Context: an optimization exercise on an open-source flow, tuned for small area, a short achievable clock period and few clock cycles. The choices shown serve that exercise and are no tape-out recipe. Function was checked by simulation only, so behaviour that the tests miss may differ from the original. Power is estimated from default activity; no workload was simulated.

## flow/design.v (module list and top-level ports; edited modules follow where they fit)
// module MatrixMultUnit: 238 lines
// module mmu_mac: 2452 lines
// module mmu_fa: 4 lines
// module mmu_han: 4 lines
module MatrixMultUnit(
  input  wire reset_n,
  input  wire clk,
  input  wire dut_valid,
  output wire dut_ready,
  output wire        dut__tb__sram_input_write_enable,
  output wire [15:0] dut__tb__sram_input_write_address,
  output wire [31:0] dut__tb__sram_input_write_data,
  output wire [15:0] dut__tb__sram_input_read_address,
  input  wire [31:0] tb__dut__sram_input_read_data,
  output wire        dut__tb__sram_weight_write_enable,
  output wire [15:0] dut__tb__sram_weight_write_address,
  output wire [31:0] dut__tb__sram_weight_write_data,
  output wire [15:0] dut__tb__sram_weight_read_address,
  input  wire [31:0] tb__dut__sram_weight_read_data,
  output wire        dut__tb__sram_result_write_enable,
  output wire [15:0] dut__tb__sram_result_write_address,
  output wire [31:0] dut__tb__sram_result_write_data,
  output wire [15:0] dut__tb__sram_result_read_address,
  input  wire [31:0] tb__dut__sram_result_read_data,
  output wire        dut__tb__sram_scratchpad_write_enable,
  output wire [15:0] dut__tb__sram_scratchpad_write_address,
  output wire [31:0] dut__tb__sram_scratchpad_write_data,
  output wire [15:0] dut__tb__sram_scratchpad_read_address,
  input  wire [31:0] tb__dut__sram_scratchpad_read_data
);
  // ...
==> flow/flow/run.sh <==
#!/bin/bash
# The standard layout (standard synthesis included), with timing repair
# aiming at 6.85 ns of setup slack instead of 0.
set -euo pipefail
bash standard.sh SETUP_SLACK_MARGIN=6.85 finish > standard_flow.log 2>&1
==> flow/standard.sh <==
#!/bin/bash
# synth_recipe.tcl (not shown) runs the flow's synth.tcl, then flattens the netlist and writes it again
# the make line also repeats each setting of config.mk as NAME=value (left out here)
make -C /OpenROAD-flow-scripts/flow DESIGN_CONFIG=/design/flow/config.mk WORK_HOME=/design/flow/orfs CLKGATE_MAP_FILE= SYNTH_SCRIPT=/design/flow/synth_recipe.tcl "${@:-finish}"
==> flow/config.mk <==
export PLATFORM = sky130hd
export DESIGN_NAME = MatrixMultUnit
export DESIGN_NICKNAME = MatrixMultUnit
export VERILOG_FILES = /design/flow/design.v
export SDC_FILE = /design/flow/constraint.sdc
export NUM_CORES = 4
export LEC_CHECK = 0
export ABC_CLOCK_PERIOD_IN_PS = 3000
export CAP_MARGIN = 20
export CORE_MARGIN = 2
export CORE_UTILIZATION = 65
export SLEW_MARGIN = 20
export SYNTH_HIERARCHICAL = 1
==> flow/constraint.sdc <==
create_clock -name core_clock -period 10.0 [get_ports {clk}]
set_input_delay 2.0000 -clock core_clock [delete_from_list [all_inputs] [get_ports {clk}]]
set_output_delay 2.0000 -clock core_clock [all_outputs]
set_load 0.01 [all_outputs]
==> impl_metrics.csv, run 1 <==
group,metric,value,unit
pwr,pwr-share-clk,19.0,%
critical_path,required,8.00,ns
route,wl_met2,43600,um
floorplanning,num_io_pins,392,
global_routing,met3_usage,7.94,%
route,routedWlPerCell,22.6,um
global_routing,antenna_found_initial,0,
route,drtIter0Drc,2070,
sta,slew_headroom,35.0,%
floorplanning,core_area,49900,sq um
route,ant_nets,0,
pwr,p_sw_share,39.9,%
global_routing,grt_max_degree,65,
final_layout,nonClkBufAreaFrac,7.00,%
synth,synthAdderAreaFrac,32.4,%
sta,period_share,31.6,%
route,dr_total_vias,23400,
critical_path,endpoint,"dut__tb__sram_result_write_enable",
route,drc,0,
synth,avgSynthCellArea,10.4,sq um
final_layout,multi_input_area,19800,sq um
clocking,cts_made_buffers,53,
final_layout,fillers,3602,
final_layout,multi_input_cells,2197,
pwr,internal_power,6.25,mW
critical_path,worstReg2RegEnd,"u_mac.q28_5",
outcome,status,"complete, no violations",
place,place_congestion,0.943,
critical_path,crit_path_end_kind,"primary output",
place,dp_hpwl,64100,um
place,dp.cells,3869,
final_layout,area_growth,11.5,%
floorplanning,die_y,228,um
synth,post-synth-top-count-cell,"nand2_1",
sta,finClkSkew,0.0290,ns
worst_hold_path,worstHoldPathType,"reg2reg",
synth,synth_compound_area_share,6.68,%
Testbench counts, summed over its fixed seeds: cycles 565,141.
==> module MatrixMultUnit, before the edit <==
module MatrixMultUnit(
  input  wire reset_n,
  input  wire clk,
  input  wire dut_valid,
  output wire dut_ready,
  output wire        dut__tb__sram_input_write_enable,
  output wire [15:0] dut__tb__sram_input_write_address,
  output wire [31:0] dut__tb__sram_input_write_data,
  output wire [15:0] dut__tb__sram_input_read_address,
  input  wire [31:0] tb__dut__sram_input_read_data,
  output wire        dut__tb__sram_weight_write_enable,
  output wire [15:0] dut__tb__sram_weight_write_address,
  output wire [31:0] dut__tb__sram_weight_write_data,
  output wire [15:0] dut__tb__sram_weight_read_address,
  input  wire [31:0] tb__dut__sram_weight_read_data,
  output wire        dut__tb__sram_result_write_enable,
  output wire [15:0] dut__tb__sram_result_write_address,
  output wire [31:0] dut__tb__sram_result_write_data,
  output wire [15:0] dut__tb__sram_result_read_address,
  input  wire [31:0] tb__dut__sram_result_read_data,
  output wire        dut__tb__sram_scratchpad_write_enable,
  output wire [15:0] dut__tb__sram_scratchpad_write_address,
  output wire [31:0] dut__tb__sram_scratchpad_write_data,
  output wire [15:0] dut__tb__sram_scratchpad_read_address,
  input  wire [31:0] tb__dut__sram_scratchpad_read_data
);
localparam S_IDLE  = 3'd0;
localparam S_LOAD0 = 3'd1;    
localparam S_LOAD1 = 3'd2;    
localparam S_LOAD2 = 3'd3;    
localparam S_RUN   = 3'd4;    
localparam S_DRAIN = 3'd5;    
localparam P_QKV = 2'd0;
localparam P_S   = 2'd1;
localparam P_Z   = 2'd2;
localparam P_END = 2'd3;
reg  [2:0]  state;
reg         busy;
reg  [1:0]  phase;
reg  [1:0]  m;           
reg  [6:0]  t;           
reg  [4:0]  j;           
reg  [4:0]  i;           
reg  [4:0]  n_r, d_r;
reg  [6:0]  k_r;
reg  [6:0]  tl;
reg  [4:0]  jl;
reg  [8:0]  nd;
reg  [10:0] a_addr, a_base;
reg  [11:0] b_addr, b_base;
reg  [10:0] waddr;
reg  [2:0]  dcnt;
wire lt = (t == tl);
wire lj = (j == jl);
wire li = (i == n_r);
reg        is_z;         
reg  [4:0] b_step;       
wire [10:0] a_inc = a_addr + 11'd1;
wire [11:0] b_inc = b_addr + {7'd0, b_step};
wire [11:0] b_col = b_base + 12'd1;
wire [11:0] nd2 = {2'b00, nd, 1'b0};
wire [10:0] nd3 = {2'b00, nd} + {1'b0, nd, 1'b0};
always @(posedge clk or negedge reset_n) begin
  if (!reset_n) begin
    state <= S_IDLE;
    busy  <= 1'b0;
  end else begin
    case (state)
      S_IDLE:  if (dut_valid) begin state <= S_LOAD0; busy <= 1'b1; end
      S_LOAD0: state <= S_LOAD1;
      S_LOAD1: state <= S_LOAD2;
      S_LOAD2: state <= S_RUN;
      S_RUN:   if (lt & lj & li & (phase != P_QKV)) state <= S_DRAIN;
      S_DRAIN: if (dcnt == 3'd0) begin
                 if (phase == P_END) begin state <= S_IDLE; busy <= 1'b0; end
                 else state <= S_RUN;
               end
      default: begin state <= S_IDLE; busy <= 1'b0; end
    endcase
  end
end
always @(posedge clk) begin
  case (state)
    S_IDLE, S_LOAD0: begin
      a_addr <= 11'd0;
      b_addr <= 12'd0;
    end
    S_LOAD1: begin
      a_addr <= 11'd0;
      b_addr <= 12'd0;
      n_r <= tb__dut__sram_input_read_data[20:16];
      k_r <= tb__dut__sram_input_read_data[6:0];
      d_r <= tb__dut__sram_weight_read_data[4:0];
    end
    S_LOAD2: begin
      phase  <= P_QKV;
      m      <= 2'd0;
      t      <= 7'd1;
      j      <= 5'd1;
      i      <= 5'd1;
      tl     <= k_r;
      jl     <= d_r;
      is_z   <= 1'b0;
      b_step <= 5'd1;
      a_addr <= 11'd1;
      a_base <= 11'd1;
      b_addr <= 12'd1;
      b_base <= 12'd1;
    end
    S_RUN: begin
      if (!lt) begin
        t      <= t + 7'd1;
        a_addr <= a_inc;
        b_addr <= b_inc;
      end else begin
        t <= 7'd1;
        if (!lj) begin
          j      <= j + 5'd1;
          a_addr <= a_base;
          if (is_z) begin
            b_addr <= b_col;
            b_base <= b_col;
          end else
            b_addr <= b_inc;
        end else if (!li) begin
          j      <= 5'd1;
          i      <= i + 5'd1;
          a_addr <= a_inc;
          a_base <= a_inc;
          if (is_z) begin
            b_addr <= nd2;
            b_base <= nd2;
          end else
            b_addr <= b_base;
        end else begin
          j <= 5'd1;
          i <= 5'd1;
          if (phase == P_QKV && m != 2'd2) begin
            m      <= m + 2'd1;
            a_addr <= 11'd1;
            a_base <= 11'd1;
            b_addr <= b_inc;
            b_base <= b_inc;
          end else if (phase == P_QKV) begin
            phase  <= P_S;
            tl     <= {2'b00, d_r};
            jl     <= n_r;
            a_addr <= 11'd0;
            a_base <= 11'd0;
            b_addr <= {3'b000, nd};
            b_base <= {3'b000, nd};
          end else if (phase == P_S) begin
            phase  <= P_Z;
            is_z   <= 1'b1;
            b_step <= d_r;
            tl     <= {2'b00, n_r};
            jl     <= d_r;
            a_addr <= nd3;
            a_base <= nd3;
            b_addr <= nd2;
            b_base <= nd2;
          end else begin
            phase  <= P_END;
            a_addr <= a_base;
            b_addr <= b_base;
          end
        end
      end
    end
    default: begin
      a_addr <= a_base;
      b_addr <= b_base;
    end
  endcase
end
always @(posedge clk) begin
  if (state == S_LOAD2) nd <= 9'd0;
  else if (state == S_RUN && lt && lj && phase == P_QKV && m == 2'd0) nd <= nd + {4'd0, d_r};
  if (state == S_RUN) dcnt <= 3'd4;
  else dcnt <= dcnt - 3'd1;
end
reg        src1;
reg        first1, first2, first3;
reg        last1, last2, last3, last4, we;
reg [31:0] op_a, op_b;
wire [31:0] acc;
always @(posedge clk) begin
  src1   <= (phase != P_QKV);
  first1 <= (t == 7'd1);
  first2 <= first1;
  first3 <= first2;
  op_a   <= src1 ? tb__dut__sram_result_read_data : tb__dut__sram_input_read_data;
  op_b   <= src1 ? tb__dut__sram_scratchpad_read_data : tb__dut__sram_weight_read_data;
end
always @(posedge clk or negedge reset_n) begin
  if (!reset_n) begin
    last1 <= 1'b0;
    last2 <= 1'b0;
    last3 <= 1'b0;
    last4 <= 1'b0;
    we    <= 1'b0;
  end else begin
    last1 <= (state == S_RUN) & lt;
    last2 <= last1;
    last3 <= last2;
    last4 <= last3;
    we    <= last4;
  end
end
always @(posedge clk) begin
  if (state == S_LOAD2) waddr <= 11'd0;
  else waddr <= waddr + {10'd0, we};
end
mmu_mac u_mac (
  .clk(clk),
  .a(op_a),
  .b(op_b),
  .zero_acc(first3),
  .acc(acc)
);
assign dut_ready = ~busy;
assign dut__tb__sram_input_write_enable   = 1'b0;
assign dut__tb__sram_input_write_address  = 16'd0;
assign dut__tb__sram_input_write_data     = 32'd0;
assign dut__tb__sram_weight_write_enable  = 1'b0;
assign dut__tb__sram_weight_write_address = 16'd0;
assign dut__tb__sram_weight_write_data    = 32'd0;
assign dut__tb__sram_input_read_address      = {5'd0, a_addr};
assign dut__tb__sram_result_read_address     = {5'd0, a_addr};
assign dut__tb__sram_weight_read_address     = {4'd0, b_addr};
assign dut__tb__sram_scratchpad_read_address = {4'd0, b_addr};
assign dut__tb__sram_result_write_enable      = we;
assign dut__tb__sram_result_write_address     = {5'd0, waddr};
assign dut__tb__sram_result_write_data        = acc;
assign dut__tb__sram_scratchpad_write_enable  = we;
assign dut__tb__sram_scratchpad_write_address = {5'd0, waddr};
assign dut__tb__sram_scratchpad_write_data    = acc;
endmodule
==> run 2, diff against run 1 <==
--- a/flow/design.v
+++ b/flow/design.v
@@ -19,234 +19,424 @@
   output wire [15:0] dut__tb__sram_result_read_address,
   input  wire [31:0] tb__dut__sram_result_read_data,
   output wire        dut__tb__sram_scratchpad_write_enable,
   output wire [15:0] dut__tb__sram_scratchpad_write_address,
   output wire [31:0] dut__tb__sram_scratchpad_write_data,
   output wire [15:0] dut__tb__sram_scratchpad_read_address,
   input  wire [31:0] tb__dut__sram_scratchpad_read_data
 );
-localparam S_IDLE  = 3'd0;
-localparam S_LOAD0 = 3'd1;    
-localparam S_LOAD1 = 3'd2;    
-localparam S_LOAD2 = 3'd3;    
-localparam S_RUN   = 3'd4;    
-localparam S_DRAIN = 3'd5;    
-localparam P_QKV = 2'd0;
-localparam P_S   = 2'd1;
-localparam P_Z   = 2'd2;
-localparam P_END = 2'd3;
-reg  [2:0]  state;
+localparam ST_IDLE  = 4'd0;
+localparam ST_LOAD0 = 4'd1;    
+localparam ST_LOAD1 = 4'd2;    
+localparam ST_LOAD2 = 4'd3;
+localparam ST_LOAD3 = 4'd4;
+localparam ST_CP    = 4'd5;
+localparam ST_CPEND = 4'd6;    
+localparam ST_PF    = 4'd7;    
+localparam ST_MN    = 4'd8;
+localparam ST_PL    = 4'd9;    
+localparam ST_DRAIN = 4'd10;
+localparam SL_ETA = 2'd0;
+localparam SL_BUB = 2'd1;
+localparam SL_ROW = 2'd2;
+localparam K_ACC = 2'd0;       
+localparam K_ROW = 2'd1;       
+localparam K_ETA = 2'd2;       
+localparam K_CPY = 2'd3;       
+reg  [3:0]  st;
 reg         busy;
-reg  [1:0]  phase;
-reg  [1:0]  m;           
-reg  [6:0]  t;           
-reg  [4:0]  j;           
-reg  [4:0]  i;           
+reg         zph;         
+reg         fin;         
+reg  [2:0]  dcnt;
+reg         sbf;         
 reg  [4:0]  n_r, d_r;
 reg  [6:0]  k_r;
-reg  [6:0]  tl;
-reg  [4:0]  jl;
 reg  [8:0]  nd;
-reg  [10:0] a_addr, a_base;
-reg  [11:0] b_addr, b_base;
-reg  [10:0] waddr;
-reg  [2:0]  dcnt;
+reg  [8:0]  lastoff;     
+reg  [9:0]  ndm;         
+reg  [6:0]  tl;          
+reg  [5:0]  jl;          
+reg  [4:0]  pl;          
+reg  [6:0]  t;           
+reg  [5:0]  j;           
+reg  [4:0]  jj;          
+reg  [4:0]  i;
+reg  [1:0]  slot;
+reg  [10:0] a_addr, a_base;      
+reg  [11:0] b_addr, b_base;      
+reg  [10:0] oaddr;               
+reg  [10:0] rra;                 
+wire kodd = k_r[0];
 wire lt = (t == tl);
 wire lj = (j == jl);
 wire li = (i == n_r);
-reg        is_z;         
-reg  [4:0] b_step;       
+wire [10:0] nd3 = {2'b00, nd} + {1'b0, nd, 1'b0};
+wire [11:0] nd2 = {2'b00, nd, 1'b0};
+reg  [3:0]  st_n;
+reg         busy_n, zph_n, fin_n, sbf_n;
+reg  [2:0]  dcnt_n;
+reg  [6:0]  t_n, tl_n;
+reg  [5:0]  j_n, jl_n;
+reg  [4:0]  jj_n, i_n;
+reg  [1:0]  slot_n;
+reg  [10:0] a_n, ab_n, oa_n, rra_n;
+reg  [11:0] b_n, bb_n;
+reg         o_v;                
+reg  [1:0]  o_kind;
+reg         o_first, o_p0, o_plast, o_wres, o_wscr, o_cin;
+reg         o_ax, o_ayw, o_ayr, o_bx, o_by, o_one;
+reg         o_xs, o_xab, o_xbm, o_xa_cp;
+reg  [12:0] o_wa;
 wire [10:0] a_inc = a_addr + 11'd1;
-wire [11:0] b_inc = b_addr + {7'd0, b_step};
+wire [11:0] b_inc = b_addr + (zph ? {7'd0, d_r} : 12'd1);
 wire [11:0] b_col = b_base + 12'd1;
-wire [11:0] nd2 = {2'b00, nd, 1'b0};
-wire [10:0] nd3 = {2'b00, nd} + {1'b0, nd, 1'b0};
-always @(posedge clk or negedge reset_n) begin
-  if (!reset_n) begin
-    state <= S_IDLE;
-    busy  <= 1'b0;
-  end else begin
-    case (state)
-      S_IDLE:  if (dut_valid) begin state <= S_LOAD0; busy <= 1'b1; end
-      S_LOAD0: state <= S_LOAD1;
-      S_LOAD1: state <= S_LOAD2;
-      S_LOAD2: state <= S_RUN;
-      S_RUN:   if (lt & lj & li & (phase != P_QKV)) state <= S_DRAIN;
-      S_DRAIN: if (dcnt == 3'd0) begin
-                 if (phase == P_END) begin state <= S_IDLE; busy <= 1'b0; end
-                 else state <= S_RUN;
-               end
-      default: begin state <= S_IDLE; busy <= 1'b0; end
-    endcase
-  end
-end
-always @(posedge clk) begin
-  case (state)
-    S_IDLE, S_LOAD0: begin
-      a_addr <= 11'd0;
-      b_addr <= 12'd0;
+wire [11:0] b_k   = b_addr + {5'd0, k_r};
+wire [10:0] colnx = (jj == d_r - 5'd1) ? a_base + ndm[9:0] : a_base + 11'd1;
+wire        col_wrap = (jj == d_r - 5'd1);
+wire        p0 = (t[4:0] == 5'd0);
+wire        plast = (t[4:0] == pl);
+wire        li0 = (i == n_r - 5'd1);    
+wire        has_next = !(plast && li0);
+wire        next_plast = !plast && (t[4:0] + 5'd1 == pl);
+always @(*) begin
+  st_n = st; busy_n = busy; zph_n = zph; fin_n = fin; sbf_n = sbf;
+  dcnt_n = dcnt - 3'd1;
+  t_n = t; tl_n = tl; j_n = j; jl_n = jl; jj_n = jj; i_n = i; slot_n = slot;
+  a_n = a_addr; ab_n = a_base; oa_n = oaddr;
+  b_n = b_addr; bb_n = b_base;
+  o_v = 1'b0; o_kind = K_ACC; o_first = 1'b0; o_p0 = 1'b0; o_plast = 1'b0;
+  o_wres = 1'b0; o_wscr = 1'b0; o_cin = 1'b0;
+  o_ax = 1'b0; o_ayw = 1'b0; o_ayr = 1'b0; o_bx = 1'b0; o_by = 1'b0; o_one = 1'b0;
+  o_xs = 1'b0; o_xab = 1'b0; o_xbm = 1'b0; o_xa_cp = 1'b0;
+  o_wa = {2'b00, oaddr};
+  rra_n = rra;
+  case (st)
+    ST_IDLE: begin
+      a_n = 11'd0;
+      b_n = 12'd0;
+      if (dut_valid) begin st_n = ST_LOAD0; busy_n = 1'b1; end
+    end
+    ST_LOAD0: begin
+      a_n = 11'd0;
+      b_n = 12'd0;
+      st_n = ST_LOAD1;
     end
-    S_LOAD1: begin
-      a_addr <= 11'd0;
-      b_addr <= 12'd0;
-      n_r <= tb__dut__sram_input_read_data[20:16];
-      k_r <= tb__dut__sram_input_read_data[6:0];
-      d_r <= tb__dut__sram_weight_read_data[4:0];
+    ST_LOAD1: st_n = ST_LOAD2;
+    ST_LOAD2: begin
+      tl_n = k_r - 7'd1 - {6'd0, kodd};                  
+      jl_n = {1'b0, d_r} + {d_r, 1'b0} - 6'd1;           
+      st_n = ST_LOAD3;
+    end
+    ST_LOAD3: begin
+      t_n = 7'd0; j_n = 6'd0; jj_n = 5'd0;
+      ab_n = 11'd0;
+      b_n = 12'd1;
+      sbf_n = 1'b1;
+      zph_n = 1'b0;
+      st_n = ST_CP;
+    end
+    ST_CP, ST_CPEND: begin
+      o_v = (st == ST_CP);
+      o_xa_cp = 1'b1;
+      o_ayw = 1'b1;
+      if (t[0]) begin
+        o_kind = K_ETA; o_bx = 1'b1;
+        o_first = (t == 7'd1);
+        o_wres = (t == tl);
+        o_wa = {2'b00, a_base + {2'b00, lastoff}};
+      end else begin
+        o_kind = K_CPY; o_ayw = 1'b0; o_one = 1'b1; o_bx = 1'b1;
+        o_wscr = (b_addr != 12'd1);
+        o_wa = {1'b1, b_addr - 12'd2};
+        o_v = 1'b1;
+      end
+      b_n = b_inc;
+      if (st == ST_CPEND) begin
+        st_n = ST_PF;
+        t_n = 7'd0; i_n = 5'd0; j_n = 6'd0; jj_n = 5'd0;
+        a_n = 11'd1; ab_n = 11'd0; oa_n = 11'd0;
+        b_n = 12'd1; bb_n = 12'd1;
+      end else if (t == k_r - 7'd1) begin
+        t_n = 7'd0;
+        j_n = j + 6'd1;
+        jj_n = col_wrap ? 5'd0 : jj + 5'd1;
+        ab_n = colnx;
+        if (lj) st_n = ST_CPEND;
+      end else
+        t_n = t + 7'd1;
     end
-    S_LOAD2: begin
-      phase  <= P_QKV;
-      m      <= 2'd0;
-      t      <= 7'd1;
-      j      <= 5'd1;
-      i      <= 5'd1;
-      tl     <= k_r;
-      jl     <= d_r;
-      is_z   <= 1'b0;
-      b_step <= 5'd1;
-      a_addr <= 11'd1;
-      a_base <= 11'd1;
-      b_addr <= 12'd1;
-      b_base <= 12'd1;
+    ST_PF: begin
+      a_n = a_inc;
+      if (!t[0]) begin
+        o_xs = 1'b1;
+        t_n = 7'd1;
+      end else begin
+        o_xab = 1'b1;
+        t_n = 7'd0;
+        slot_n = SL_ETA;
+        st_n = ST_MN;
+      end
     end
-    S_RUN: begin
+    ST_MN: begin
+      case (slot)
+        SL_ETA: begin
+          o_v = 1'b1; o_kind = K_ETA; o_ax = 1'b1; o_bx = 1'b1; o_p0 = p0;
+          slot_n = plast ? SL_BUB : SL_ROW;
+        end
+        SL_BUB: slot_n = SL_ROW;
+        default: begin
+          o_v = 1'b1; o_kind = K_ROW;
+          o_ax = 1'b1; o_ayw = 1'b1; o_bx = 1'b1; o_by = !(kodd && plast);
+          o_p0 = p0; o_plast = plast; o_cin = p0 | plast;
+          o_wres = 1'b1; o_wscr = 1'b1;
+          o_wa = {2'b00, a_base + oaddr};
+          if (has_next && j == jl - 6'd1) begin
+            o_xs = 1'b1;
+            a_n = a_inc;
+          end
+          if (has_next && lj) begin
+            o_xab = 1'b1;
+            o_xbm = kodd && (plast ? 1'b0 : next_plast);
+            a_n = (kodd && (plast ? 1'b0 : next_plast)) ? a_addr : a_inc;
+          end
+          b_n = b_k;
+          j_n = j + 6'd1;
+          jj_n = col_wrap ? 5'd0 : jj + 5'd1;
+          ab_n = colnx;
+          if (lj) begin
+            j_n = 6'd0; jj_n = 5'd0; ab_n = 11'd0;
+            slot_n = SL_ETA;
+            if (plast) begin
+              t_n = 7'd0;
+              bb_n = 12'd1;
+              b_n = 12'd1;
+              oa_n = oaddr + {6'd0, d_r};
+              i_n = i + 5'd1;
+              if (li0) begin
+                st_n = ST_DRAIN; dcnt_n = 3'd0; fin_n = 1'b0;
+                sbf_n = 1'b0; zph_n = 1'b0;
+                t_n = 7'd1; j_n = 6'd1; i_n = 5'd1;
+                tl_n = {2'b00, d_r}; jl_n = {1'b0, n_r};
+                a_n = 11'd0; ab_n = 11'd0;
+                b_n = {3'b000, nd}; bb_n = {3'b000, nd};
+                oa_n = nd3;
+              end
+            end else begin
+              t_n = t + 7'd1;
+              bb_n = b_base + 12'd2;
+              b_n = b_base + 12'd2;
+            end
+          end
+        end
+      endcase
+    end
+    ST_PL: begin
+      o_v = 1'b1; o_kind = K_ACC; o_ayr = 1'b1; o_by = 1'b1;
+      o_first = (t == 7'd1);
+      o_wres = lt; o_wscr = lt;
       if (!lt) begin
-        t      <= t + 7'd1;
-        a_addr <= a_inc;
-        b_addr <= b_inc;
+        t_n = t + 7'd1;
+        a_n = a_inc;
+        b_n = b_inc;
       end else begin
-        t <= 7'd1;
+        t_n = 7'd1;
+        oa_n = oaddr + 11'd1;
         if (!lj) begin
-          j      <= j + 5'd1;
-          a_addr <= a_base;
-          if (is_z) begin
-            b_addr <= b_col;
-            b_base <= b_col;
-          end else
-            b_addr <= b_inc;
+          j_n = j + 6'd1;
+          a_n = a_base;
+          if (zph) begin b_n = b_col; bb_n = b_col; end
+          else b_n = b_inc;
         end else if (!li) begin
-          j      <= 5'd1;
-          i      <= i + 5'd1;
-          a_addr <= a_inc;
-          a_base <= a_inc;
-          if (is_z) begin
-            b_addr <= nd2;
-            b_base <= nd2;
-          end else
-            b_addr <= b_base;
+          j_n = 6'd1;
+          i_n = i + 5'd1;
+          a_n = a_inc; ab_n = a_inc;
+          if (zph) begin b_n = nd2; bb_n = nd2; end
+          else b_n = b_base;
+        end else if (!zph) begin
+          j_n = 6'd1; i_n = 5'd1;
+          st_n = ST_DRAIN; dcnt_n = 3'd4; fin_n = 1'b0;
+          zph_n = 1'b1;
+          tl_n = {2'b00, n_r}; jl_n = {1'b0, d_r};
+          a_n = nd3; ab_n = nd3;
+          b_n = nd2; bb_n = nd2;
         end else begin
-          j <= 5'd1;
-          i <= 5'd1;
-          if (phase == P_QKV && m != 2'd2) begin
-            m      <= m + 2'd1;
-            a_addr <= 11'd1;
-            a_base <= 11'd1;
-            b_addr <= b_inc;
-            b_base <= b_inc;
-          end else if (phase == P_QKV) begin
-            phase  <= P_S;
-            tl     <= {2'b00, d_r};
-            jl     <= n_r;
-            a_addr <= 11'd0;
-            a_base <= 11'd0;
-            b_addr <= {3'b000, nd};
-            b_base <= {3'b000, nd};
-          end else if (phase == P_S) begin
-            phase  <= P_Z;
-            is_z   <= 1'b1;
-            b_step <= d_r;
-            tl     <= {2'b00, n_r};
-            jl     <= d_r;
-            a_addr <= nd3;
-            a_base <= nd3;
-            b_addr <= nd2;
-            b_base <= nd2;
-          end else begin
-            phase  <= P_END;
-            a_addr <= a_base;
-            b_addr <= b_base;
-          end
+          st_n = ST_DRAIN; dcnt_n = 3'd4; fin_n = 1'b1;
+          a_n = a_base; b_n = b_base;
         end
       end
     end
-    default: begin
-      a_addr <= a_base;
-      b_addr <= b_base;
+    ST_DRAIN: begin
+      if (dcnt == 3'd0) begin
+        if (fin) begin st_n = ST_IDLE; busy_n = 1'b0; end
+        else st_n = ST_PL;
+      end
     end
+    default: begin st_n = ST_IDLE; busy_n = 1'b0; end
   endcase
+  if (st == ST_MN && slot == SL_ROW)
+    rra_n = a_base + (p0 ? {2'b00, lastoff} : oaddr);
+  else if (st_n == ST_PL || st_n == ST_DRAIN)
+    rra_n = a_n;
+end
+always @(posedge clk or negedge reset_n) begin
+  if (!reset_n) begin
+    st   <= ST_IDLE;
+    busy <= 1'b0;
+  end else begin
+    st   <= st_n;
+    busy <= busy_n;
+  end
 end
 always @(posedge clk) begin
-  if (state == S_LOAD2) nd <= 9'd0;
-  else if (state == S_RUN && lt && lj && phase == P_QKV && m == 2'd0) nd <= nd + {4'd0, d_r};
-  if (state == S_RUN) dcnt <= 3'd4;
-  else dcnt <= dcnt - 3'd1;
+  zph <= zph_n; fin <= fin_n; sbf <= sbf_n; dcnt <= dcnt_n;
+  t <= t_n; tl <= tl_n; j <= j_n; jl <= jl_n; jj <= jj_n; i <= i_n;
+  slot <= slot_n;
+  a_addr <= a_n; a_base <= ab_n; oaddr <= oa_n;
+  b_addr <= b_n; b_base <= bb_n;
+  rra <= rra_n;
+  if (st == ST_LOAD1) begin
+    n_r <= tb__dut__sram_input_read_data[20:16];
+    k_r <= tb__dut__sram_input_read_data[6:0];
+    d_r <= tb__dut__sram_weight_read_data[4:0];
+  end
+  if (st == ST_LOAD2) begin
+    nd <= n_r * d_r;
+    pl <= k_r[5:1] - {4'd0, ~kodd} + {k_r[6], 4'd0} + {k_r[6], 4'd0};    
+  end
+  if (st == ST_LOAD3) begin
+    lastoff <= nd - {4'd0, d_r};
+    ndm     <= {1'b0, nd} - {5'd0, d_r} + 10'd1;
+  end
 end
-reg        src1;
-reg        first1, first2, first3;
-reg        last1, last2, last3, last4, we;
-reg [31:0] op_a, op_b;
-wire [31:0] acc;
+reg        f1_v, f1_xa_cp, f1_ax, f1_ayw, f1_ayr, f1_bx, f1_by, f1_one;
+reg        f1_xs, f1_xab, f1_xbm;
+reg  [1:0] f1_kind;
+reg        f1_first, f1_p0, f1_plast, f1_cin;
+reg  [12:0] f1_wa;
+reg  [1:0] f2_kind, f3_kind;
+reg        f2_first, f3_first, f2_p0, f3_p0, f2_plast, f3_plast;
+reg        f2_cin, f3_cin, f4_cin, f4_eta;
+reg  [12:0] f2_wa, f3_wa, f4_wa;
+reg        f1_wres, f2_wres, f3_wres, f4_wres;
+reg        f1_wscr, f2_wscr, f3_wscr, f4_wscr;
+reg        we_res, we_scr;
+reg  [12:0] wa;
 always @(posedge clk) begin
-  src1   <= (phase != P_QKV);
-  first1 <= (t == 7'd1);
-  first2 <= first1;
-  first3 <= first2;
-  op_a   <= src1 ? tb__dut__sram_result_read_data : tb__dut__sram_input_read_data;
-  op_b   <= src1 ? tb__dut__sram_scratchpad_read_data : tb__dut__sram_weight_read_data;
+  f1_xa_cp <= o_xa_cp;
+  f1_ax <= o_ax; f1_ayw <= o_ayw; f1_ayr <= o_ayr;
+  f1_bx <= o_bx; f1_by <= o_by; f1_one <= o_one;
+  f1_xs <= o_xs; f1_xab <= o_xab; f1_xbm <= o_xbm;
+  f1_kind <= o_kind; f1_first <= o_first; f1_p0 <= o_p0; f1_plast <= o_plast;
+  f1_cin <= o_cin; f1_wa <= o_wa;
+  f2_kind <= f1_kind; f2_first <= f1_first; f2_p0 <= f1_p0; f2_plast <= f1_plast;
+  f2_cin <= f1_cin; f2_wa <= f1_wa;
+  f3_kind <= f2_kind; f3_first <= f2_first; f3_p0 <= f2_p0; f3_plast <= f2_plast;
+  f3_cin <= f2_cin; f3_wa <= f2_wa;
+  f4_cin <= f3_cin; f4_eta <= (f3_kind == K_ETA); f4_wa <= f3_wa;
+  wa <= f4_wa;
 end
 always @(posedge clk or negedge reset_n) begin
   if (!reset_n) begin
-    last1 <= 1'b0;
-    last2 <= 1'b0;
-    last3 <= 1'b0;
-    last4 <= 1'b0;
-    we    <= 1'b0;
+    f1_v <= 1'b0;
+    f1_wres <= 1'b0; f2_wres <= 1'b0; f3_wres <= 1'b0; f4_wres <= 1'b0;
+    f1_wscr <= 1'b0; f2_wscr <= 1'b0; f3_wscr <= 1'b0; f4_wscr <= 1'b0;
+    we_res <= 1'b0; we_scr <= 1'b0;
   end else begin
-    last1 <= (state == S_RUN) & lt;
-    last2 <= last1;
-    last3 <= last2;
-    last4 <= last3;
-    we    <= last4;
+    f1_v <= o_v;
+    f1_wres <= o_v & o_wres; f2_wres <= f1_wres; f3_wres <= f2_wres; f4_wres <= f3_wres;
+    f1_wscr <= o_v & o_wscr; f2_wscr <= f1_wscr; f3_wscr <= f2_wscr; f4_wscr <= f3_wscr;
+    we_res <= f4_wres; we_scr <= f4_wscr;
   end
 end
+reg  [31:0] xa, xb, xs;
+reg  [31:0] pa, pb;
+reg  [31:0] r, h, w;
+wire [31:0] d_in = tb__dut__sram_input_read_data;
+wire [31:0] d_w  = tb__dut__sram_weight_read_data;
+wire [31:0] d_r_ = tb__dut__sram_result_read_data;
+wire [31:0] d_s  = tb__dut__sram_scratchpad_read_data;
+wire [31:0] ax = f1_ax ? xb : 32'd0;
+wire [31:0] ay = (f1_ayw ? d_w : 32'd0) | (f1_ayr ? d_r_ : 32'd0) | {31'd0, f1_one};
+wire [31:0] bx = f1_bx ? xa : 32'd0;
+wire [31:0] by = f1_by ? d_s : 32'd0;
 always @(posedge clk) begin
-  if (state == S_LOAD2) waddr <= 11'd0;
-  else waddr <= waddr + {10'd0, we};
+  if (f1_xs) xs <= d_in;
+  if (f1_xa_cp) xa <= d_w;
+  else if (f1_xab) xa <= xs;
+  if (f1_xab) xb <= f1_xbm ? 32'd0 : d_in;
+  pa <= ax + ay;
+  pb <= bx + by;
+  r  <= d_r_;
+end
+wire [31:0] acc_s, acc_c, sum;
+reg  [31:0] e1, e2;
+always @(*) begin
+  case (f3_kind)
+    K_ACC: begin
+      e1 = acc_s | {32{f3_first}};
+      e2 = acc_c | {32{f3_first}};
+    end
+    K_ROW: begin
+      e1 = r ^ {32{~f3_p0}};               
+      e2 = f3_plast ? h : 32'hffffffff;    
+    end
+    K_ETA: begin
+      e1 = f3_first | f3_p0 ? 32'hffffffff : ~h;
+      e2 = 32'hffffffff;
+    end
+    default: begin
+      e1 = 32'hffffffff;
+      e2 = 32'hffffffff;
+    end
+  endcase
 end
 mmu_mac u_mac (
   .clk(clk),
-  .a(op_a),
-  .b(op_b),
-  .zero_acc(first3),
-  .acc(acc)
+  .a(pa),
+  .b(pb),
+  .e1(e1),
+  .e2(e2),
+  .cin(f4_cin),
+  .acc_s(acc_s),
+  .acc_c(acc_c),
+  .sum(sum)
 );
+always @(posedge clk) begin
+  w <= sum;
+  if (f4_eta) h <= sum;
+end
 assign dut_ready = ~busy;
 assign dut__tb__sram_input_write_enable   = 1'b0;
 assign dut__tb__sram_input_write_address  = 16'd0;
 assign dut__tb__sram_input_write_data     = 32'd0;
 assign dut__tb__sram_weight_write_enable  = 1'b0;
 assign dut__tb__sram_weight_write_address = 16'd0;
 assign dut__tb__sram_weight_write_data    = 32'd0;
 assign dut__tb__sram_input_read_address      = {5'd0, a_addr};
-assign dut__tb__sram_result_read_address     = {5'd0, a_addr};
 assign dut__tb__sram_weight_read_address     = {4'd0, b_addr};
-assign dut__tb__sram_scratchpad_read_address = {4'd0, b_addr};
-assign dut__tb__sram_result_write_enable      = we;
-assign dut__tb__sram_result_write_address     = {5'd0, waddr};
-assign dut__tb__sram_result_write_data        = acc;
-assign dut__tb__sram_scratchpad_write_enable  = we;
-assign dut__tb__sram_scratchpad_write_address = {5'd0, waddr};
-assign dut__tb__sram_scratchpad_write_data    = acc;
+assign dut__tb__sram_result_read_address     = {5'd0, rra};
+assign dut__tb__sram_scratchpad_read_address = {3'd0, sbf, b_addr};
+assign dut__tb__sram_result_write_enable      = we_res;
+assign dut__tb__sram_result_write_address     = {5'd0, wa[10:0]};
+assign dut__tb__sram_result_write_data        = w;
+assign dut__tb__sram_scratchpad_write_enable  = we_scr;
+assign dut__tb__sram_scratchpad_write_address = {3'd0, wa};
+assign dut__tb__sram_scratchpad_write_data    = w;
 endmodule
 module mmu_mac(
   input  wire        clk,
   input  wire [31:0] a,
   input  wire [31:0] b,
-  input  wire        zero_acc,
-  output reg  [31:0] acc
+  input  wire [31:0] e1,
+  input  wire [31:0] e2,
+  input  wire        cin,
+  output reg  [31:0] acc_s,
+  output reg  [31:0] acc_c,
+  output wire [31:0] sum
 );
 wire xs1;
 wire xc2;
 wire xs4;
 wire xc5;
 wire xs7;
 wire xc8;
 wire xs10;
@@ -1439,19 +1629,16 @@
 reg q30_4;
 reg q30_5;
 reg q31_0;
 reg q31_1;
 reg q31_2;
 reg q31_3;
 reg q31_4;
 reg q31_5;
-reg [31:0] acc_s, acc_c;
-wire [31:0] am_s = acc_s | {32{zero_acc}};
-wire [31:0] am_c = acc_c | {32{zero_acc}};
 wire pp0_0 = ~(a[0] & b[0]);
 wire pp0_1 = ~(a[1] & b[0]);
 wire pp0_2 = ~(a[2] & b[0]);
 wire pp0_3 = ~(a[3] & b[0]);
 wire pp0_4 = ~(a[4] & b[0]);
 wire pp0_5 = ~(a[5] & b[0]);
 wire pp0_6 = ~(a[6] & b[0]);
 wire pp0_7 = ~(a[7] & b[0]);
@@ -2378,78 +2565,78 @@
 mmu_fa f1151 (.a(q29_0), .b(q29_1), .c(q29_2), .s(ys1149), .co(yc1150));
 mmu_fa f1154 (.a(q29_3), .b(q29_4), .c(q29_5), .s(ys1152), .co(yc1153));
 mmu_fa f1157 (.a(q30_0), .b(q30_1), .c(q30_2), .s(ys1155), .co(yc1156));
 mmu_fa f1160 (.a(q30_3), .b(q30_4), .c(q30_5), .s(ys1158), .co(yc1159));
 assign ys1161 = q31_0 ^ q31_1 ^ q31_2;
 assign ys1162 = q31_3 ^ q31_4 ^ q31_5;
 mmu_han h1165 (.a(q2_0), .b(q2_1), .s(ys1163), .co(yc1164));
 mmu_fa f1168 (.a(q3_0), .b(q3_1), .c(q3_2), .s(ys1166), .co(yc1167));
-mmu_han h1171 (.a(q3_3), .b(am_s[3]), .s(ys1169), .co(yc1170));
+mmu_han h1171 (.a(q3_3), .b(e1[3]), .s(ys1169), .co(yc1170));
 mmu_fa f1174 (.a(q4_2), .b(q4_3), .c(q4_4), .s(ys1172), .co(yc1173));
-mmu_fa f1177 (.a(am_s[4]), .b(am_c[4]), .c(ys1002), .s(ys1175), .co(yc1176));
-mmu_fa f1180 (.a(q5_5), .b(am_s[5]), .c(am_c[5]), .s(ys1178), .co(yc1179));
+mmu_fa f1177 (.a(e1[4]), .b(e2[4]), .c(ys1002), .s(ys1175), .co(yc1176));
+mmu_fa f1180 (.a(q5_5), .b(e1[5]), .c(e2[5]), .s(ys1178), .co(yc1179));
 mmu_fa f1183 (.a(yc1003), .b(ys1008), .c(ys1005), .s(ys1181), .co(yc1182));
-mmu_fa f1186 (.a(am_s[6]), .b(am_c[6]), .c(yc1009), .s(ys1184), .co(yc1185));
+mmu_fa f1186 (.a(e1[6]), .b(e2[6]), .c(yc1009), .s(ys1184), .co(yc1185));
 mmu_fa f1189 (.a(yc1006), .b(ys1011), .c(ys1014), .s(ys1187), .co(yc1188));
-mmu_fa f1192 (.a(am_s[7]), .b(am_c[7]), .c(yc1012), .s(ys1190), .co(yc1191));
+mmu_fa f1192 (.a(e1[7]), .b(e2[7]), .c(yc1012), .s(ys1190), .co(yc1191));
 mmu_fa f1195 (.a(yc1015), .b(ys1017), .c(ys1020), .s(ys1193), .co(yc1194));
-mmu_fa f1198 (.a(am_s[8]), .b(am_c[8]), .c(yc1018), .s(ys1196), .co(yc1197));
+mmu_fa f1198 (.a(e1[8]), .b(e2[8]), .c(yc1018), .s(ys1196), .co(yc1197));
 mmu_fa f1201 (.a(yc1021), .b(ys1023), .c(ys1026), .s(ys1199), .co(yc1200));
-mmu_fa f1204 (.a(am_s[9]), .b(am_c[9]), .c(yc1024), .s(ys1202), .co(yc1203));
+mmu_fa f1204 (.a(e1[9]), .b(e2[9]), .c(yc1024), .s(ys1202), .co(yc1203));
 mmu_fa f1207 (.a(yc1027), .b(ys1029), .c(ys1032), .s(ys1205), .co(yc1206));
-mmu_fa f1210 (.a(am_s[10]), .b(am_c[10]), .c(yc1030), .s(ys1208), .co(yc1209));
+mmu_fa f1210 (.a(e1[10]), .b(e2[10]), .c(yc1030), .s(ys1208), .co(yc1209));
 mmu_fa f1213 (.a(yc1033), .b(ys1035), .c(ys1038), .s(ys1211), .co(yc1212));
-mmu_fa f1216 (.a(am_s[11]), .b(am_c[11]), .c(yc1036), .s(ys1214), .co(yc1215));
+mmu_fa f1216 (.a(e1[11]), .b(e2[11]), .c(yc1036), .s(ys1214), .co(yc1215));
 mmu_fa f1219 (.a(yc1039), .b(ys1041), .c(ys1044), .s(ys1217), .co(yc1218));
-mmu_fa f1222 (.a(am_s[12]), .b(am_c[12]), .c(yc1042), .s(ys1220), .co(yc1221));
+mmu_fa f1222 (.a(e1[12]), .b(e2[12]), .c(yc1042), .s(ys1220), .co(yc1221));
 mmu_fa f1225 (.a(yc1045), .b(ys1047), .c(ys1050), .s(ys1223), .co(yc1224));
-mmu_fa f1228 (.a(am_s[13]), .b(am_c[13]), .c(yc1048), .s(ys1226), .co(yc1227));
+mmu_fa f1228 (.a(e1[13]), .b(e2[13]), .c(yc1048), .s(ys1226), .co(yc1227));
 mmu_fa f1231 (.a(yc1051), .b(ys1053), .c(ys1056), .s(ys1229), .co(yc1230));
-mmu_fa f1234 (.a(am_s[14]), .b(am_c[14]), .c(yc1054), .s(ys1232), .co(yc1233));
+mmu_fa f1234 (.a(e1[14]), .b(e2[14]), .c(yc1054), .s(ys1232), .co(yc1233));
 mmu_fa f1237 (.a(yc1057), .b(ys1059), .c(ys1062), .s(ys1235), .co(yc1236));
-mmu_fa f1240 (.a(am_s[15]), .b(am_c[15]), .c(yc1060), .s(ys1238), .co(yc1239));
+mmu_fa f1240 (.a(e1[15]), .b(e2[15]), .c(yc1060), .s(ys1238), .co(yc1239));
 mmu_fa f1243 (.a(yc1063), .b(ys1065), .c(ys1068), .s(ys1241), .co(yc1242));
-mmu_fa f1246 (.a(am_s[16]), .b(am_c[16]), .c(yc1066), .s(ys1244), .co(yc1245));
+mmu_fa f1246 (.a(e1[16]), .b(e2[16]), .c(yc1066), .s(ys1244), .co(yc1245));
 mmu_fa f1249 (.a(yc1069), .b(ys1071), .c(ys1074), .s(ys1247), .co(yc1248));
-mmu_fa f1252 (.a(am_s[17]), .b(am_c[17]), .c(yc1072), .s(ys1250), .co(yc1251));
+mmu_fa f1252 (.a(e1[17]), .b(e2[17]), .c(yc1072), .s(ys1250), .co(yc1251));
 mmu_fa f1255 (.a(yc1075), .b(ys1077), .c(ys1080), .s(ys1253), .co(yc1254));
-mmu_fa f1258 (.a(am_s[18]), .b(am_c[18]), .c(yc1078), .s(ys1256), .co(yc1257));
+mmu_fa f1258 (.a(e1[18]), .b(e2[18]), .c(yc1078), .s(ys1256), .co(yc1257));
 mmu_fa f1261 (.a(yc1081), .b(ys1083), .c(ys1086), .s(ys1259), .co(yc1260));
-mmu_fa f1264 (.a(am_s[19]), .b(am_c[19]), .c(yc1084), .s(ys1262), .co(yc1263));
+mmu_fa f1264 (.a(e1[19]), .b(e2[19]), .c(yc1084), .s(ys1262), .co(yc1263));
 mmu_fa f1267 (.a(yc1087), .b(ys1089), .c(ys1092), .s(ys1265), .co(yc1266));
-mmu_fa f1270 (.a(am_s[20]), .b(am_c[20]), .c(yc1090), .s(ys1268), .co(yc1269));
+mmu_fa f1270 (.a(e1[20]), .b(e2[20]), .c(yc1090), .s(ys1268), .co(yc1269));
 mmu_fa f1273 (.a(yc1093), .b(ys1095), .c(ys1098), .s(ys1271), .co(yc1272));
-mmu_fa f1276 (.a(am_s[21]), .b(am_c[21]), .c(yc1096), .s(ys1274), .co(yc1275));
+mmu_fa f1276 (.a(e1[21]), .b(e2[21]), .c(yc1096), .s(ys1274), .co(yc1275));
 mmu_fa f1279 (.a(yc1099), .b(ys1101), .c(ys1104), .s(ys1277), .co(yc1278));
-mmu_fa f1282 (.a(am_s[22]), .b(am_c[22]), .c(yc1102), .s(ys1280), .co(yc1281));
+mmu_fa f1282 (.a(e1[22]), .b(e2[22]), .c(yc1102), .s(ys1280), .co(yc1281));
 mmu_fa f1285 (.a(yc1105), .b(ys1107), .c(ys1110), .s(ys1283), .co(yc1284));
-mmu_fa f1288 (.a(am_s[23]), .b(am_c[23]), .c(yc1108), .s(ys1286), .co(yc1287));
+mmu_fa f1288 (.a(e1[23]), .b(e2[23]), .c(yc1108), .s(ys1286), .co(yc1287));
 mmu_fa f1291 (.a(yc1111), .b(ys1113), .c(ys1116), .s(ys1289), .co(yc1290));
-mmu_fa f1294 (.a(am_s[24]), .b(am_c[24]), .c(yc1114), .s(ys1292), .co(yc1293));
+mmu_fa f1294 (.a(e1[24]), .b(e2[24]), .c(yc1114), .s(ys1292), .co(yc1293));
 mmu_fa f1297 (.a(yc1117), .b(ys1119), .c(ys1122), .s(ys1295), .co(yc1296));
-mmu_fa f1300 (.a(am_s[25]), .b(am_c[25]), .c(yc1120), .s(ys1298), .co(yc1299));
+mmu_fa f1300 (.a(e1[25]), .b(e2[25]), .c(yc1120), .s(ys1298), .co(yc1299));
 mmu_fa f1303 (.a(yc1123), .b(ys1125), .c(ys1128), .s(ys1301), .co(yc1302));
-mmu_fa f1306 (.a(am_s[26]), .b(am_c[26]), .c(yc1126), .s(ys1304), .co(yc1305));
+mmu_fa f1306 (.a(e1[26]), .b(e2[26]), .c(yc1126), .s(ys1304), .co(yc1305));
 mmu_fa f1309 (.a(yc1129), .b(ys1131), .c(ys1134), .s(ys1307), .co(yc1308));
-mmu_fa f1312 (.a(am_s[27]), .b(am_c[27]), .c(yc1132), .s(ys1310), .co(yc1311));
+mmu_fa f1312 (.a(e1[27]), .b(e2[27]), .c(yc1132), .s(ys1310), .co(yc1311));
 mmu_fa f1315 (.a(yc1135), .b(ys1137), .c(ys1140), .s(ys1313), .co(yc1314));
-mmu_fa f1318 (.a(am_s[28]), .b(am_c[28]), .c(yc1138), .s(ys1316), .co(yc1317));
+mmu_fa f1318 (.a(e1[28]), .b(e2[28]), .c(yc1138), .s(ys1316), .co(yc1317));
 mmu_fa f1321 (.a(yc1141), .b(ys1143), .c(ys1146), .s(ys1319), .co(yc1320));
-mmu_fa f1324 (.a(am_s[29]), .b(am_c[29]), .c(yc1144), .s(ys1322), .co(yc1323));
+mmu_fa f1324 (.a(e1[29]), .b(e2[29]), .c(yc1144), .s(ys1322), .co(yc1323));
 mmu_fa f1327 (.a(yc1147), .b(ys1149), .c(ys1152), .s(ys1325), .co(yc1326));
-mmu_fa f1330 (.a(am_s[30]), .b(am_c[30]), .c(yc1150), .s(ys1328), .co(yc1329));
+mmu_fa f1330 (.a(e1[30]), .b(e2[30]), .c(yc1150), .s(ys1328), .co(yc1329));
 mmu_fa f1333 (.a(yc1153), .b(ys1155), .c(ys1158), .s(ys1331), .co(yc1332));
-assign ys1334 = am_s[31] ^ am_c[31] ^ yc1156;
+assign ys1334 = e1[31] ^ e2[31] ^ yc1156;
 assign ys1335 = yc1159 ^ ys1161 ^ ys1162;
 mmu_han h1338 (.a(q1_0), .b(q1_1), .s(ys1336), .co(yc1337));
-mmu_fa f1341 (.a(q2_2), .b(am_s[2]), .c(am_c[2]), .s(ys1339), .co(yc1340));
-mmu_fa f1344 (.a(am_c[3]), .b(yc1164), .c(ys1169), .s(ys1342), .co(yc1343));
-mmu_fa f1347 (.a(yc1170), .b(yc1167), .c(ys1172), .s(ys1345), .co(yc1346));
-mmu_fa f1350 (.a(yc1173), .b(ys1178), .c(yc1176), .s(ys1348), .co(yc1349));
+mmu_fa f1341 (.a(q2_2), .b(e1[2]), .c(e2[2]), .s(ys1339), .co(yc1340));
+mmu_fa f1344 (.a(e2[3]), .b(yc1164), .c(ys1166), .s(ys1342), .co(yc1343));
+mmu_fa f1347 (.a(yc1167), .b(yc1170), .c(ys1172), .s(ys1345), .co(yc1346));
+mmu_fa f1350 (.a(yc1173), .b(yc1176), .c(ys1178), .s(ys1348), .co(yc1349));
 mmu_fa f1353 (.a(yc1179), .b(ys1184), .c(yc1182), .s(ys1351), .co(yc1352));
 mmu_fa f1356 (.a(yc1185), .b(yc1188), .c(ys1190), .s(ys1354), .co(yc1355));
 mmu_fa f1359 (.a(yc1191), .b(yc1194), .c(ys1196), .s(ys1357), .co(yc1358));
 mmu_fa f1362 (.a(yc1197), .b(yc1200), .c(ys1202), .s(ys1360), .co(yc1361));
 mmu_fa f1365 (.a(yc1203), .b(yc1206), .c(ys1208), .s(ys1363), .co(yc1364));
 mmu_fa f1368 (.a(yc1209), .b(yc1212), .c(ys1214), .s(ys1366), .co(yc1367));
 mmu_fa f1371 (.a(yc1215), .b(yc1218), .c(ys1220), .s(ys1369), .co(yc1370));
 mmu_fa f1374 (.a(yc1221), .b(yc1224), .c(ys1226), .s(ys1372), .co(yc1373));
@@ -2466,21 +2653,21 @@
 mmu_fa f1407 (.a(yc1287), .b(yc1290), .c(ys1292), .s(ys1405), .co(yc1406));
 mmu_fa f1410 (.a(yc1293), .b(yc1296), .c(ys1298), .s(ys1408), .co(yc1409));
 mmu_fa f1413 (.a(yc1299), .b(yc1302), .c(ys1304), .s(ys1411), .co(yc1412));
 mmu_fa f1416 (.a(yc1305), .b(yc1308), .c(ys1310), .s(ys1414), .co(yc1415));
 mmu_fa f1419 (.a(yc1311), .b(yc1314), .c(ys1316), .s(ys1417), .co(yc1418));
 mmu_fa f1422 (.a(yc1317), .b(yc1320), .c(ys1322), .s(ys1420), .co(yc1421));
 mmu_fa f1425 (.a(yc1323), .b(yc1326), .c(ys1328), .s(ys1423), .co(yc1424));
 assign ys1426 = yc1329 ^ yc1332 ^ ys1334;
-mmu_han h1429 (.a(q0_0), .b(am_s[0]), .s(ys1427), .co(yc1428));
-mmu_fa f1432 (.a(am_s[1]), .b(am_c[1]), .c(ys1336), .s(ys1430), .co(yc1431));
+mmu_han h1429 (.a(q0_0), .b(e1[0]), .s(ys1427), .co(yc1428));
+mmu_fa f1432 (.a(e1[1]), .b(e2[1]), .c(ys1336), .s(ys1430), .co(yc1431));
 mmu_fa f1435 (.a(yc1337), .b(ys1163), .c(ys1339), .s(ys1433), .co(yc1434));
-mmu_fa f1438 (.a(yc1340), .b(ys1166), .c(ys1342), .s(ys1436), .co(yc1437));
-mmu_fa f1441 (.a(yc1343), .b(ys1175), .c(ys1345), .s(ys1439), .co(yc1440));
+mmu_fa f1438 (.a(ys1169), .b(yc1340), .c(ys1342), .s(ys1436), .co(yc1437));
+mmu_fa f1441 (.a(ys1175), .b(yc1343), .c(ys1345), .s(ys1439), .co(yc1440));
 mmu_fa f1444 (.a(yc1346), .b(ys1181), .c(ys1348), .s(ys1442), .co(yc1443));
 mmu_fa f1447 (.a(ys1187), .b(yc1349), .c(ys1351), .s(ys1445), .co(yc1446));
 mmu_fa f1450 (.a(ys1193), .b(yc1352), .c(ys1354), .s(ys1448), .co(yc1449));
 mmu_fa f1453 (.a(ys1199), .b(yc1355), .c(ys1357), .s(ys1451), .co(yc1452));
 mmu_fa f1456 (.a(ys1205), .b(yc1358), .c(ys1360), .s(ys1454), .co(yc1455));
 mmu_fa f1459 (.a(ys1211), .b(yc1361), .c(ys1363), .s(ys1457), .co(yc1458));
 mmu_fa f1462 (.a(ys1217), .b(yc1364), .c(ys1366), .s(ys1460), .co(yc1461));
 mmu_fa f1465 (.a(ys1223), .b(yc1367), .c(ys1369), .s(ys1463), .co(yc1464));
@@ -2498,18 +2685,17 @@
 mmu_fa f1501 (.a(ys1295), .b(yc1403), .c(ys1405), .s(ys1499), .co(yc1500));
 mmu_fa f1504 (.a(ys1301), .b(yc1406), .c(ys1408), .s(ys1502), .co(yc1503));
 mmu_fa f1507 (.a(ys1307), .b(yc1409), .c(ys1411), .s(ys1505), .co(yc1506));
 mmu_fa f1510 (.a(ys1313), .b(yc1412), .c(ys1414), .s(ys1508), .co(yc1509));
 mmu_fa f1513 (.a(ys1319), .b(yc1415), .c(ys1417), .s(ys1511), .co(yc1512));
 mmu_fa f1516 (.a(ys1325), .b(yc1418), .c(ys1420), .s(ys1514), .co(yc1515));
 mmu_fa f1519 (.a(ys1331), .b(yc1421), .c(ys1423), .s(ys1517), .co(yc1518));
 assign ys1520 = ys1335 ^ yc1424 ^ ys1426;
-wire [31:0] as_t = ~acc_s;
-wire [31:0] ac_t = ~acc_c;
+assign sum = ~acc_s + ~acc_c + {31'd0, cin};
 always @(posedge clk) begin
   q0_0 <= pp0_0;
   q1_0 <= pp0_1;
   q1_1 <= pp1_0;
   q2_0 <= pp0_2;
   q2_1 <= pp1_1;
   q2_2 <= pp2_0;
   q3_0 <= pp0_3;
@@ -2679,18 +2865,17 @@
   q30_5 <= xs996;
   q31_0 <= xc991;
   q31_1 <= xc994;
   q31_2 <= xc997;
   q31_3 <= xs999;
   q31_4 <= xs1000;
   q31_5 <= xs1001;
   acc_s <= {yc1518, yc1515, yc1512, yc1509, yc1506, yc1503, yc1500, yc1497, yc1494, yc1491, yc1488, yc1485, yc1482, yc1479, yc1476, yc1473, yc1470, yc1467, yc1464, yc1461, yc1458, yc1455, yc1452, yc1449, yc1446, yc1443, yc1440, yc1437, yc1434, yc1431, yc1428, ys1427};
-  acc_c <= {ys1520, ys1517, ys1514, ys1511, ys1508, ys1505, ys1502, ys1499, ys1496, ys1493, ys1490, ys1487, ys1484, ys1481, ys1478, ys1475, ys1472, ys1469, ys1466, ys1463, ys1460, ys1457, ys1454, ys1451, ys1448, ys1445, ys1442, ys1439, ys1436, ys1433, ys1430, am_c[0]};
-  acc   <= as_t + ac_t;
+  acc_c <= {ys1520, ys1517, ys1514, ys1511, ys1508, ys1505, ys1502, ys1499, ys1496, ys1493, ys1490, ys1487, ys1484, ys1481, ys1478, ys1475, ys1472, ys1469, ys1466, ys1463, ys1460, ys1457, ys1454, ys1451, ys1448, ys1445, ys1442, ys1439, ys1436, ys1433, ys1430, e2[0]};
 end
 endmodule
 module mmu_fa(input wire a, input wire b, input wire c, output wire s, output wire co);
 assign s  = a ^ b ^ c;
 assign co = (a & b) | (a & c) | (b & c);
 endmodule
 module mmu_han(input wire a, input wire b, output wire s, output wire co);
 assign s  = ~(a ^ b);
==> flow/flow/run.sh (replaced) <==
#!/bin/bash
# The standard layout (standard synthesis included), with timing repair
# aiming at 6.8 ns of setup slack instead of 0.
set -euo pipefail
bash standard.sh SETUP_SLACK_MARGIN=6.8 finish > standard_flow.log 2>&1
==> flow/config.mk (replaced) <==
export PLATFORM = sky130hd
export DESIGN_NAME = MatrixMultUnit
export DESIGN_NICKNAME = MatrixMultUnit
export VERILOG_FILES = /design/flow/design.v
export SDC_FILE = /design/flow/constraint.sdc
export NUM_CORES = 4
export LEC_CHECK = 0
export ABC_CLOCK_PERIOD_IN_PS = 3000
export CAP_MARGIN = 20
export CORE_MARGIN = 2
export CORE_UTILIZATION = 40
export SLEW_MARGIN = 20
export SYNTH_HIERARCHICAL = 1
==> impl_metrics.csv, run 2 <==
group,metric,value,unit
global_routing,grt_pass1_wl,243000,um
final_layout,finalNetCount,6154,
pwr,ir_drop,0.000123,V
synth,seq_area_frac_synth,36.3,%
critical_path,r2r_cells,18,
synth,yosysUniqueCellTypes,102,
global_routing,gr-total-overflow,0,
sta,drv_slew,0,
clocking,tritoncts,"built",
synth,netlist_area,50200,sq um
synth,avgSynthCellArea,10.3,sq um
synth,yosys.area.top_type,"fa_1",
outcome,status,"complete, no violations",
critical_path,crit_chain,"buf_8 -> a221o_1 -> ha_4 -> fa_2 -> a21o_1 -> nand4_1 -> nand3_4 -> a21oi_4 -> o21ai_2 -> or4b_4 -> o2111ai_2 -> a21oi_2 -> xor2_1",
clocking,path_clk_slew,0.06,ns
critical_path,worstReg2RegEnd,"a_base[8]",
clocking,htreeDepth,3,
worst_hold_path,hold_start,"f3_wa[2]",
place,pre_cts_ws,4.63,ns
critical_path,slowest_stage,"or4b_4",
global_routing,first_global_vias,37500,
clocking,clock-root-buffer,"clkbuf_16",
floorplanning,die_w,358,um
synth,synthFlopType,"dfxtp_1",
floorplanning,start_util,40.4,%
sta,postLayoutSetupSlackWorst,5.94,ns
place,dp.cells,6534,
route,routed_via_density,5.42,
synth,synthTopCellsByArea,"fa_1 (20%), dfxtp_1 (19%), edfxtp_1 (17%), ha_1 (6.3%), nand2_1 (5.7%)",
route,drc,0,
route,ant_nets,0,
critical_path,worstPathMaxFanout,3,
final_layout,final_common_cell,"nand2_1",
critical_path,rr_startpoint,"d_r[0]",
route,top_layer,"met5",
floorplanning,dieArea,128000,sq um
worst_hold_path,worst_hold_path.endpoint,"f4_wa[2]",
floorplanning,num_io_pins,392,
synth,netlist.area_leader.share,19.5,%
floorplanning,die_y,358,um
floorplanning,core_area,124000,sq um
critical_path,slowest_delay,0.50,ns
clocking,cts_sinks,769,
place,dp_hpwl,119000,um
pwr,power.density,154,nW/um^2
route,routed_wl,168000,um
critical_path,r2r_setup_slack,6.44,ns
critical_path,worst-endpoint-arrival,4.63,ns
final_layout,layout_common_cells,"nand2_1 (754), fa_1 (479), dfxtp_1 (398), inv_1 (293), edfxtp_1 (276)",
worst_hold_path,worstHoldPathType,"reg2reg",
sta,fin_hold_ws,0.319,ns
sta,final-setup-viol-count,0,
critical_path,required,10.57,ns
sta,fmax,246,MHz
pwr,p_leak,24.7,nW
clocking,clk-insertion-delay-late,0.72,ns
run,drv_cap,0,
sta,finClkSkew,0.0406,ns
sta,rsz0062_at_grt,"yes",
route,dr_total_vias,37900,
route,wl_met1,73100,um
route,routedWlPerCell,24.0,um
sta,worst_pin_slew,1.04,ns
worst_hold_path,holdPathStages,0,
critical_path,critPathKind,"in2reg",
synth,ys_warn_count,8,
place,io_buffers,268,
final_layout,post-route-util,49.8,%
route,drt_pass1_iterations,7,
global_routing,antenna_found_initial,11,
final_layout,area_growth,23.2,%
clocking,ctsLongestPathBuffers,3,
final_layout,final_cell_area,61800,sq um
sta,final_hold_viol_count,0,
place,place_congestion,0.919,
route,wl_met2,71600,um
route,wl_met3,18000,um
place,post_dp_cell_area,54000,sq um
clocking,cts_made_buffers,89,
synth,post-synth-top-count-cell,"nand2_1",
synth,synth-edff-count,276,
critical_path,startpoint_type,"primary input",
sta,setup_tns,0,ns
critical_path,crit_path_end_kind,"flip-flop",
sta,period_share,40.6,%
route,drtIter0Drc,3993,
global_routing,grt_max_degree,68,
pwr,power,9.53,mW
synth,async_flop_share,1.95,%
global_routing,grt.total_usage,25.5,%
synth,synthCells,4860,
floorplanning,num_rows,129,
synth,synth_commonest_cells,"nand2_1 (768), fa_1 (489), dfxtp_1 (478)",
sta,slew_headroom,30.4,%
synth,ys_ff_latch,769,
sta,fin_crit,4.06,ns
final_layout,final_cells,7002,
final_layout,final_layout_size_suffix_gt1_share,21.8,%
-- run 2: cell types whose count changed after synthesis, sizes merged, moves of 59 or more --
cell    change
edfxtp    +197
nand2     +144
o21ai      +95
or2        -62
nor2      +134
inv        +86
dfxtp      +91
xor2      +103
a21oi     +117
o22ai      +59
ha        +158
clkbuf     +60
xnor2     +122
and2       +99
-- run 2: worst max-delay path: cells and delay by family --
kind | cells | cell delay, ns
compound gates | 6 | 1.09
simple gates | 3 | 0.75
buf+inv | 1 | 0.11
fa+ha+maj | 2 | 0.52
xor+xnor | 1 | 0.15
-- run 2: repair_timing --
item                                     CTS  global route
endpoints found under the setup margin   416           219
hold buffers                               0             0
setup buffers                            198            88
gates cloned                               1             7
pin swaps                                172           105
gates resized for setup                 1115           200
-- run 2: final cells by class --
cell class              instances  area [sq um]
clock buffers                 117          2520
fillers                     11100         62300
well taps                    1637          2050
flip-flops and latches        769         18400
multi-input cells            3485         31200
clock inverters                50           568
diodes                          6          15.0
repair buffers                623          5790
inverters                     315          1230
-- run 2: modules after synthesis, one instance, submodules excluded --
| module | flip-flops and latches | times used |
|---|---|---|
| mmu_fa | 0 | 465 |
| mmu_han | 0 | 31 |
| mmu_mac | 241 | 1 |
| MatrixMultUnit | 528 | 1 |
-- run 2: cells by family after synthesis --
| group | count (synthesis) | share of synthesized area [%] |
|---|---|---|
| mux | 59 | 1.29 |
| flops | 769 | 36.3 |
| xor+xnor | 383 | 6.75 |
| other cells | 1 | 0.00748 |
| compound gates | 810 | 10.8 |
| fa+ha+maj | 740 | 25.8 |
| buf+inv | 729 | 6.90 |
| simple gates | 1369 | 12.1 |
-- run 2: worst max path at each step --
stage,to,slack (ns),start,depth (start not counted)
2_1_floorplan,pa[24],5.58,tb__dut__sram_weight_read_data[0],12
3_3_place_gp,pa[24],4.63,tb__dut__sram_result_read_data[0],13
3_5_place_dp,pa[31],4.63,tb__dut__sram_result_read_data[1],12
4_1_cts,pa[24],6.01,tb__dut__sram_weight_read_data[0],13
5_1_grt,pa[24],5.88,tb__dut__sram_weight_read_data[0],13
6_report,pa[24],5.94,tb__dut__sram_weight_read_data[0],13
-- run 2: power by group --
part / leakage (nW) / switching, mW / internal, mW
logic: 16.5 / 1.32 / 0.997
clock network: 1.49 / 1.45 / 1.98
registers: 6.74 / 0.194 / 3.58
total: 24.7 / 2.97 / 6.56
-- run 2: metal layers --
layer	global-route usage, %	vias to the layer above
met5	0	-
met4	8.17	4
met3	6.47	319
met2	37.5	1931
met1	36.7	18900
li1	-	16800
Testbench counts of run 2, summed over its fixed seeds: cycles 401,826.

[what the ideal ports hide]
Ports are ideal in the flow. The routed layouts listed here were re-timed in OpenROAD. Step 1 sets driving cells, clkbuf_16 on the clock port and buf_2 on the other inputs (assumed; they add their load-dependent delay and slew). Step 2 also shifts input and output timing later by t, the mid clock arrival at the registers, as if the neighbouring blocks saw the same clock. Slacks: ideal / step 1 / step 2; pairs: ideal / step 1.
| run | shift t [ns] | setup WS [ns] | hold slack, ns | worst setup path at the end | latest minus earliest clock arrival (ns) |
|---|---|---|---|---|---|
| run 1 | 0.671 | 6.836 / 6.771 / 6.874 | 0.330 / 0.330 / 0.330 | register to register | 0.029 / 0.029 |
| run 2 | 0.778 | 5.940 / 5.932 / 5.153 | 0.319 / 0.319 / 0.319 | input to register | 0.041 / 0.041 |
After both steps setup and hold are still met in every run listed. For run 2, which loses most, drivers alone change the setup slack by -0.008 ns; drivers and shift together by -0.787 ns.
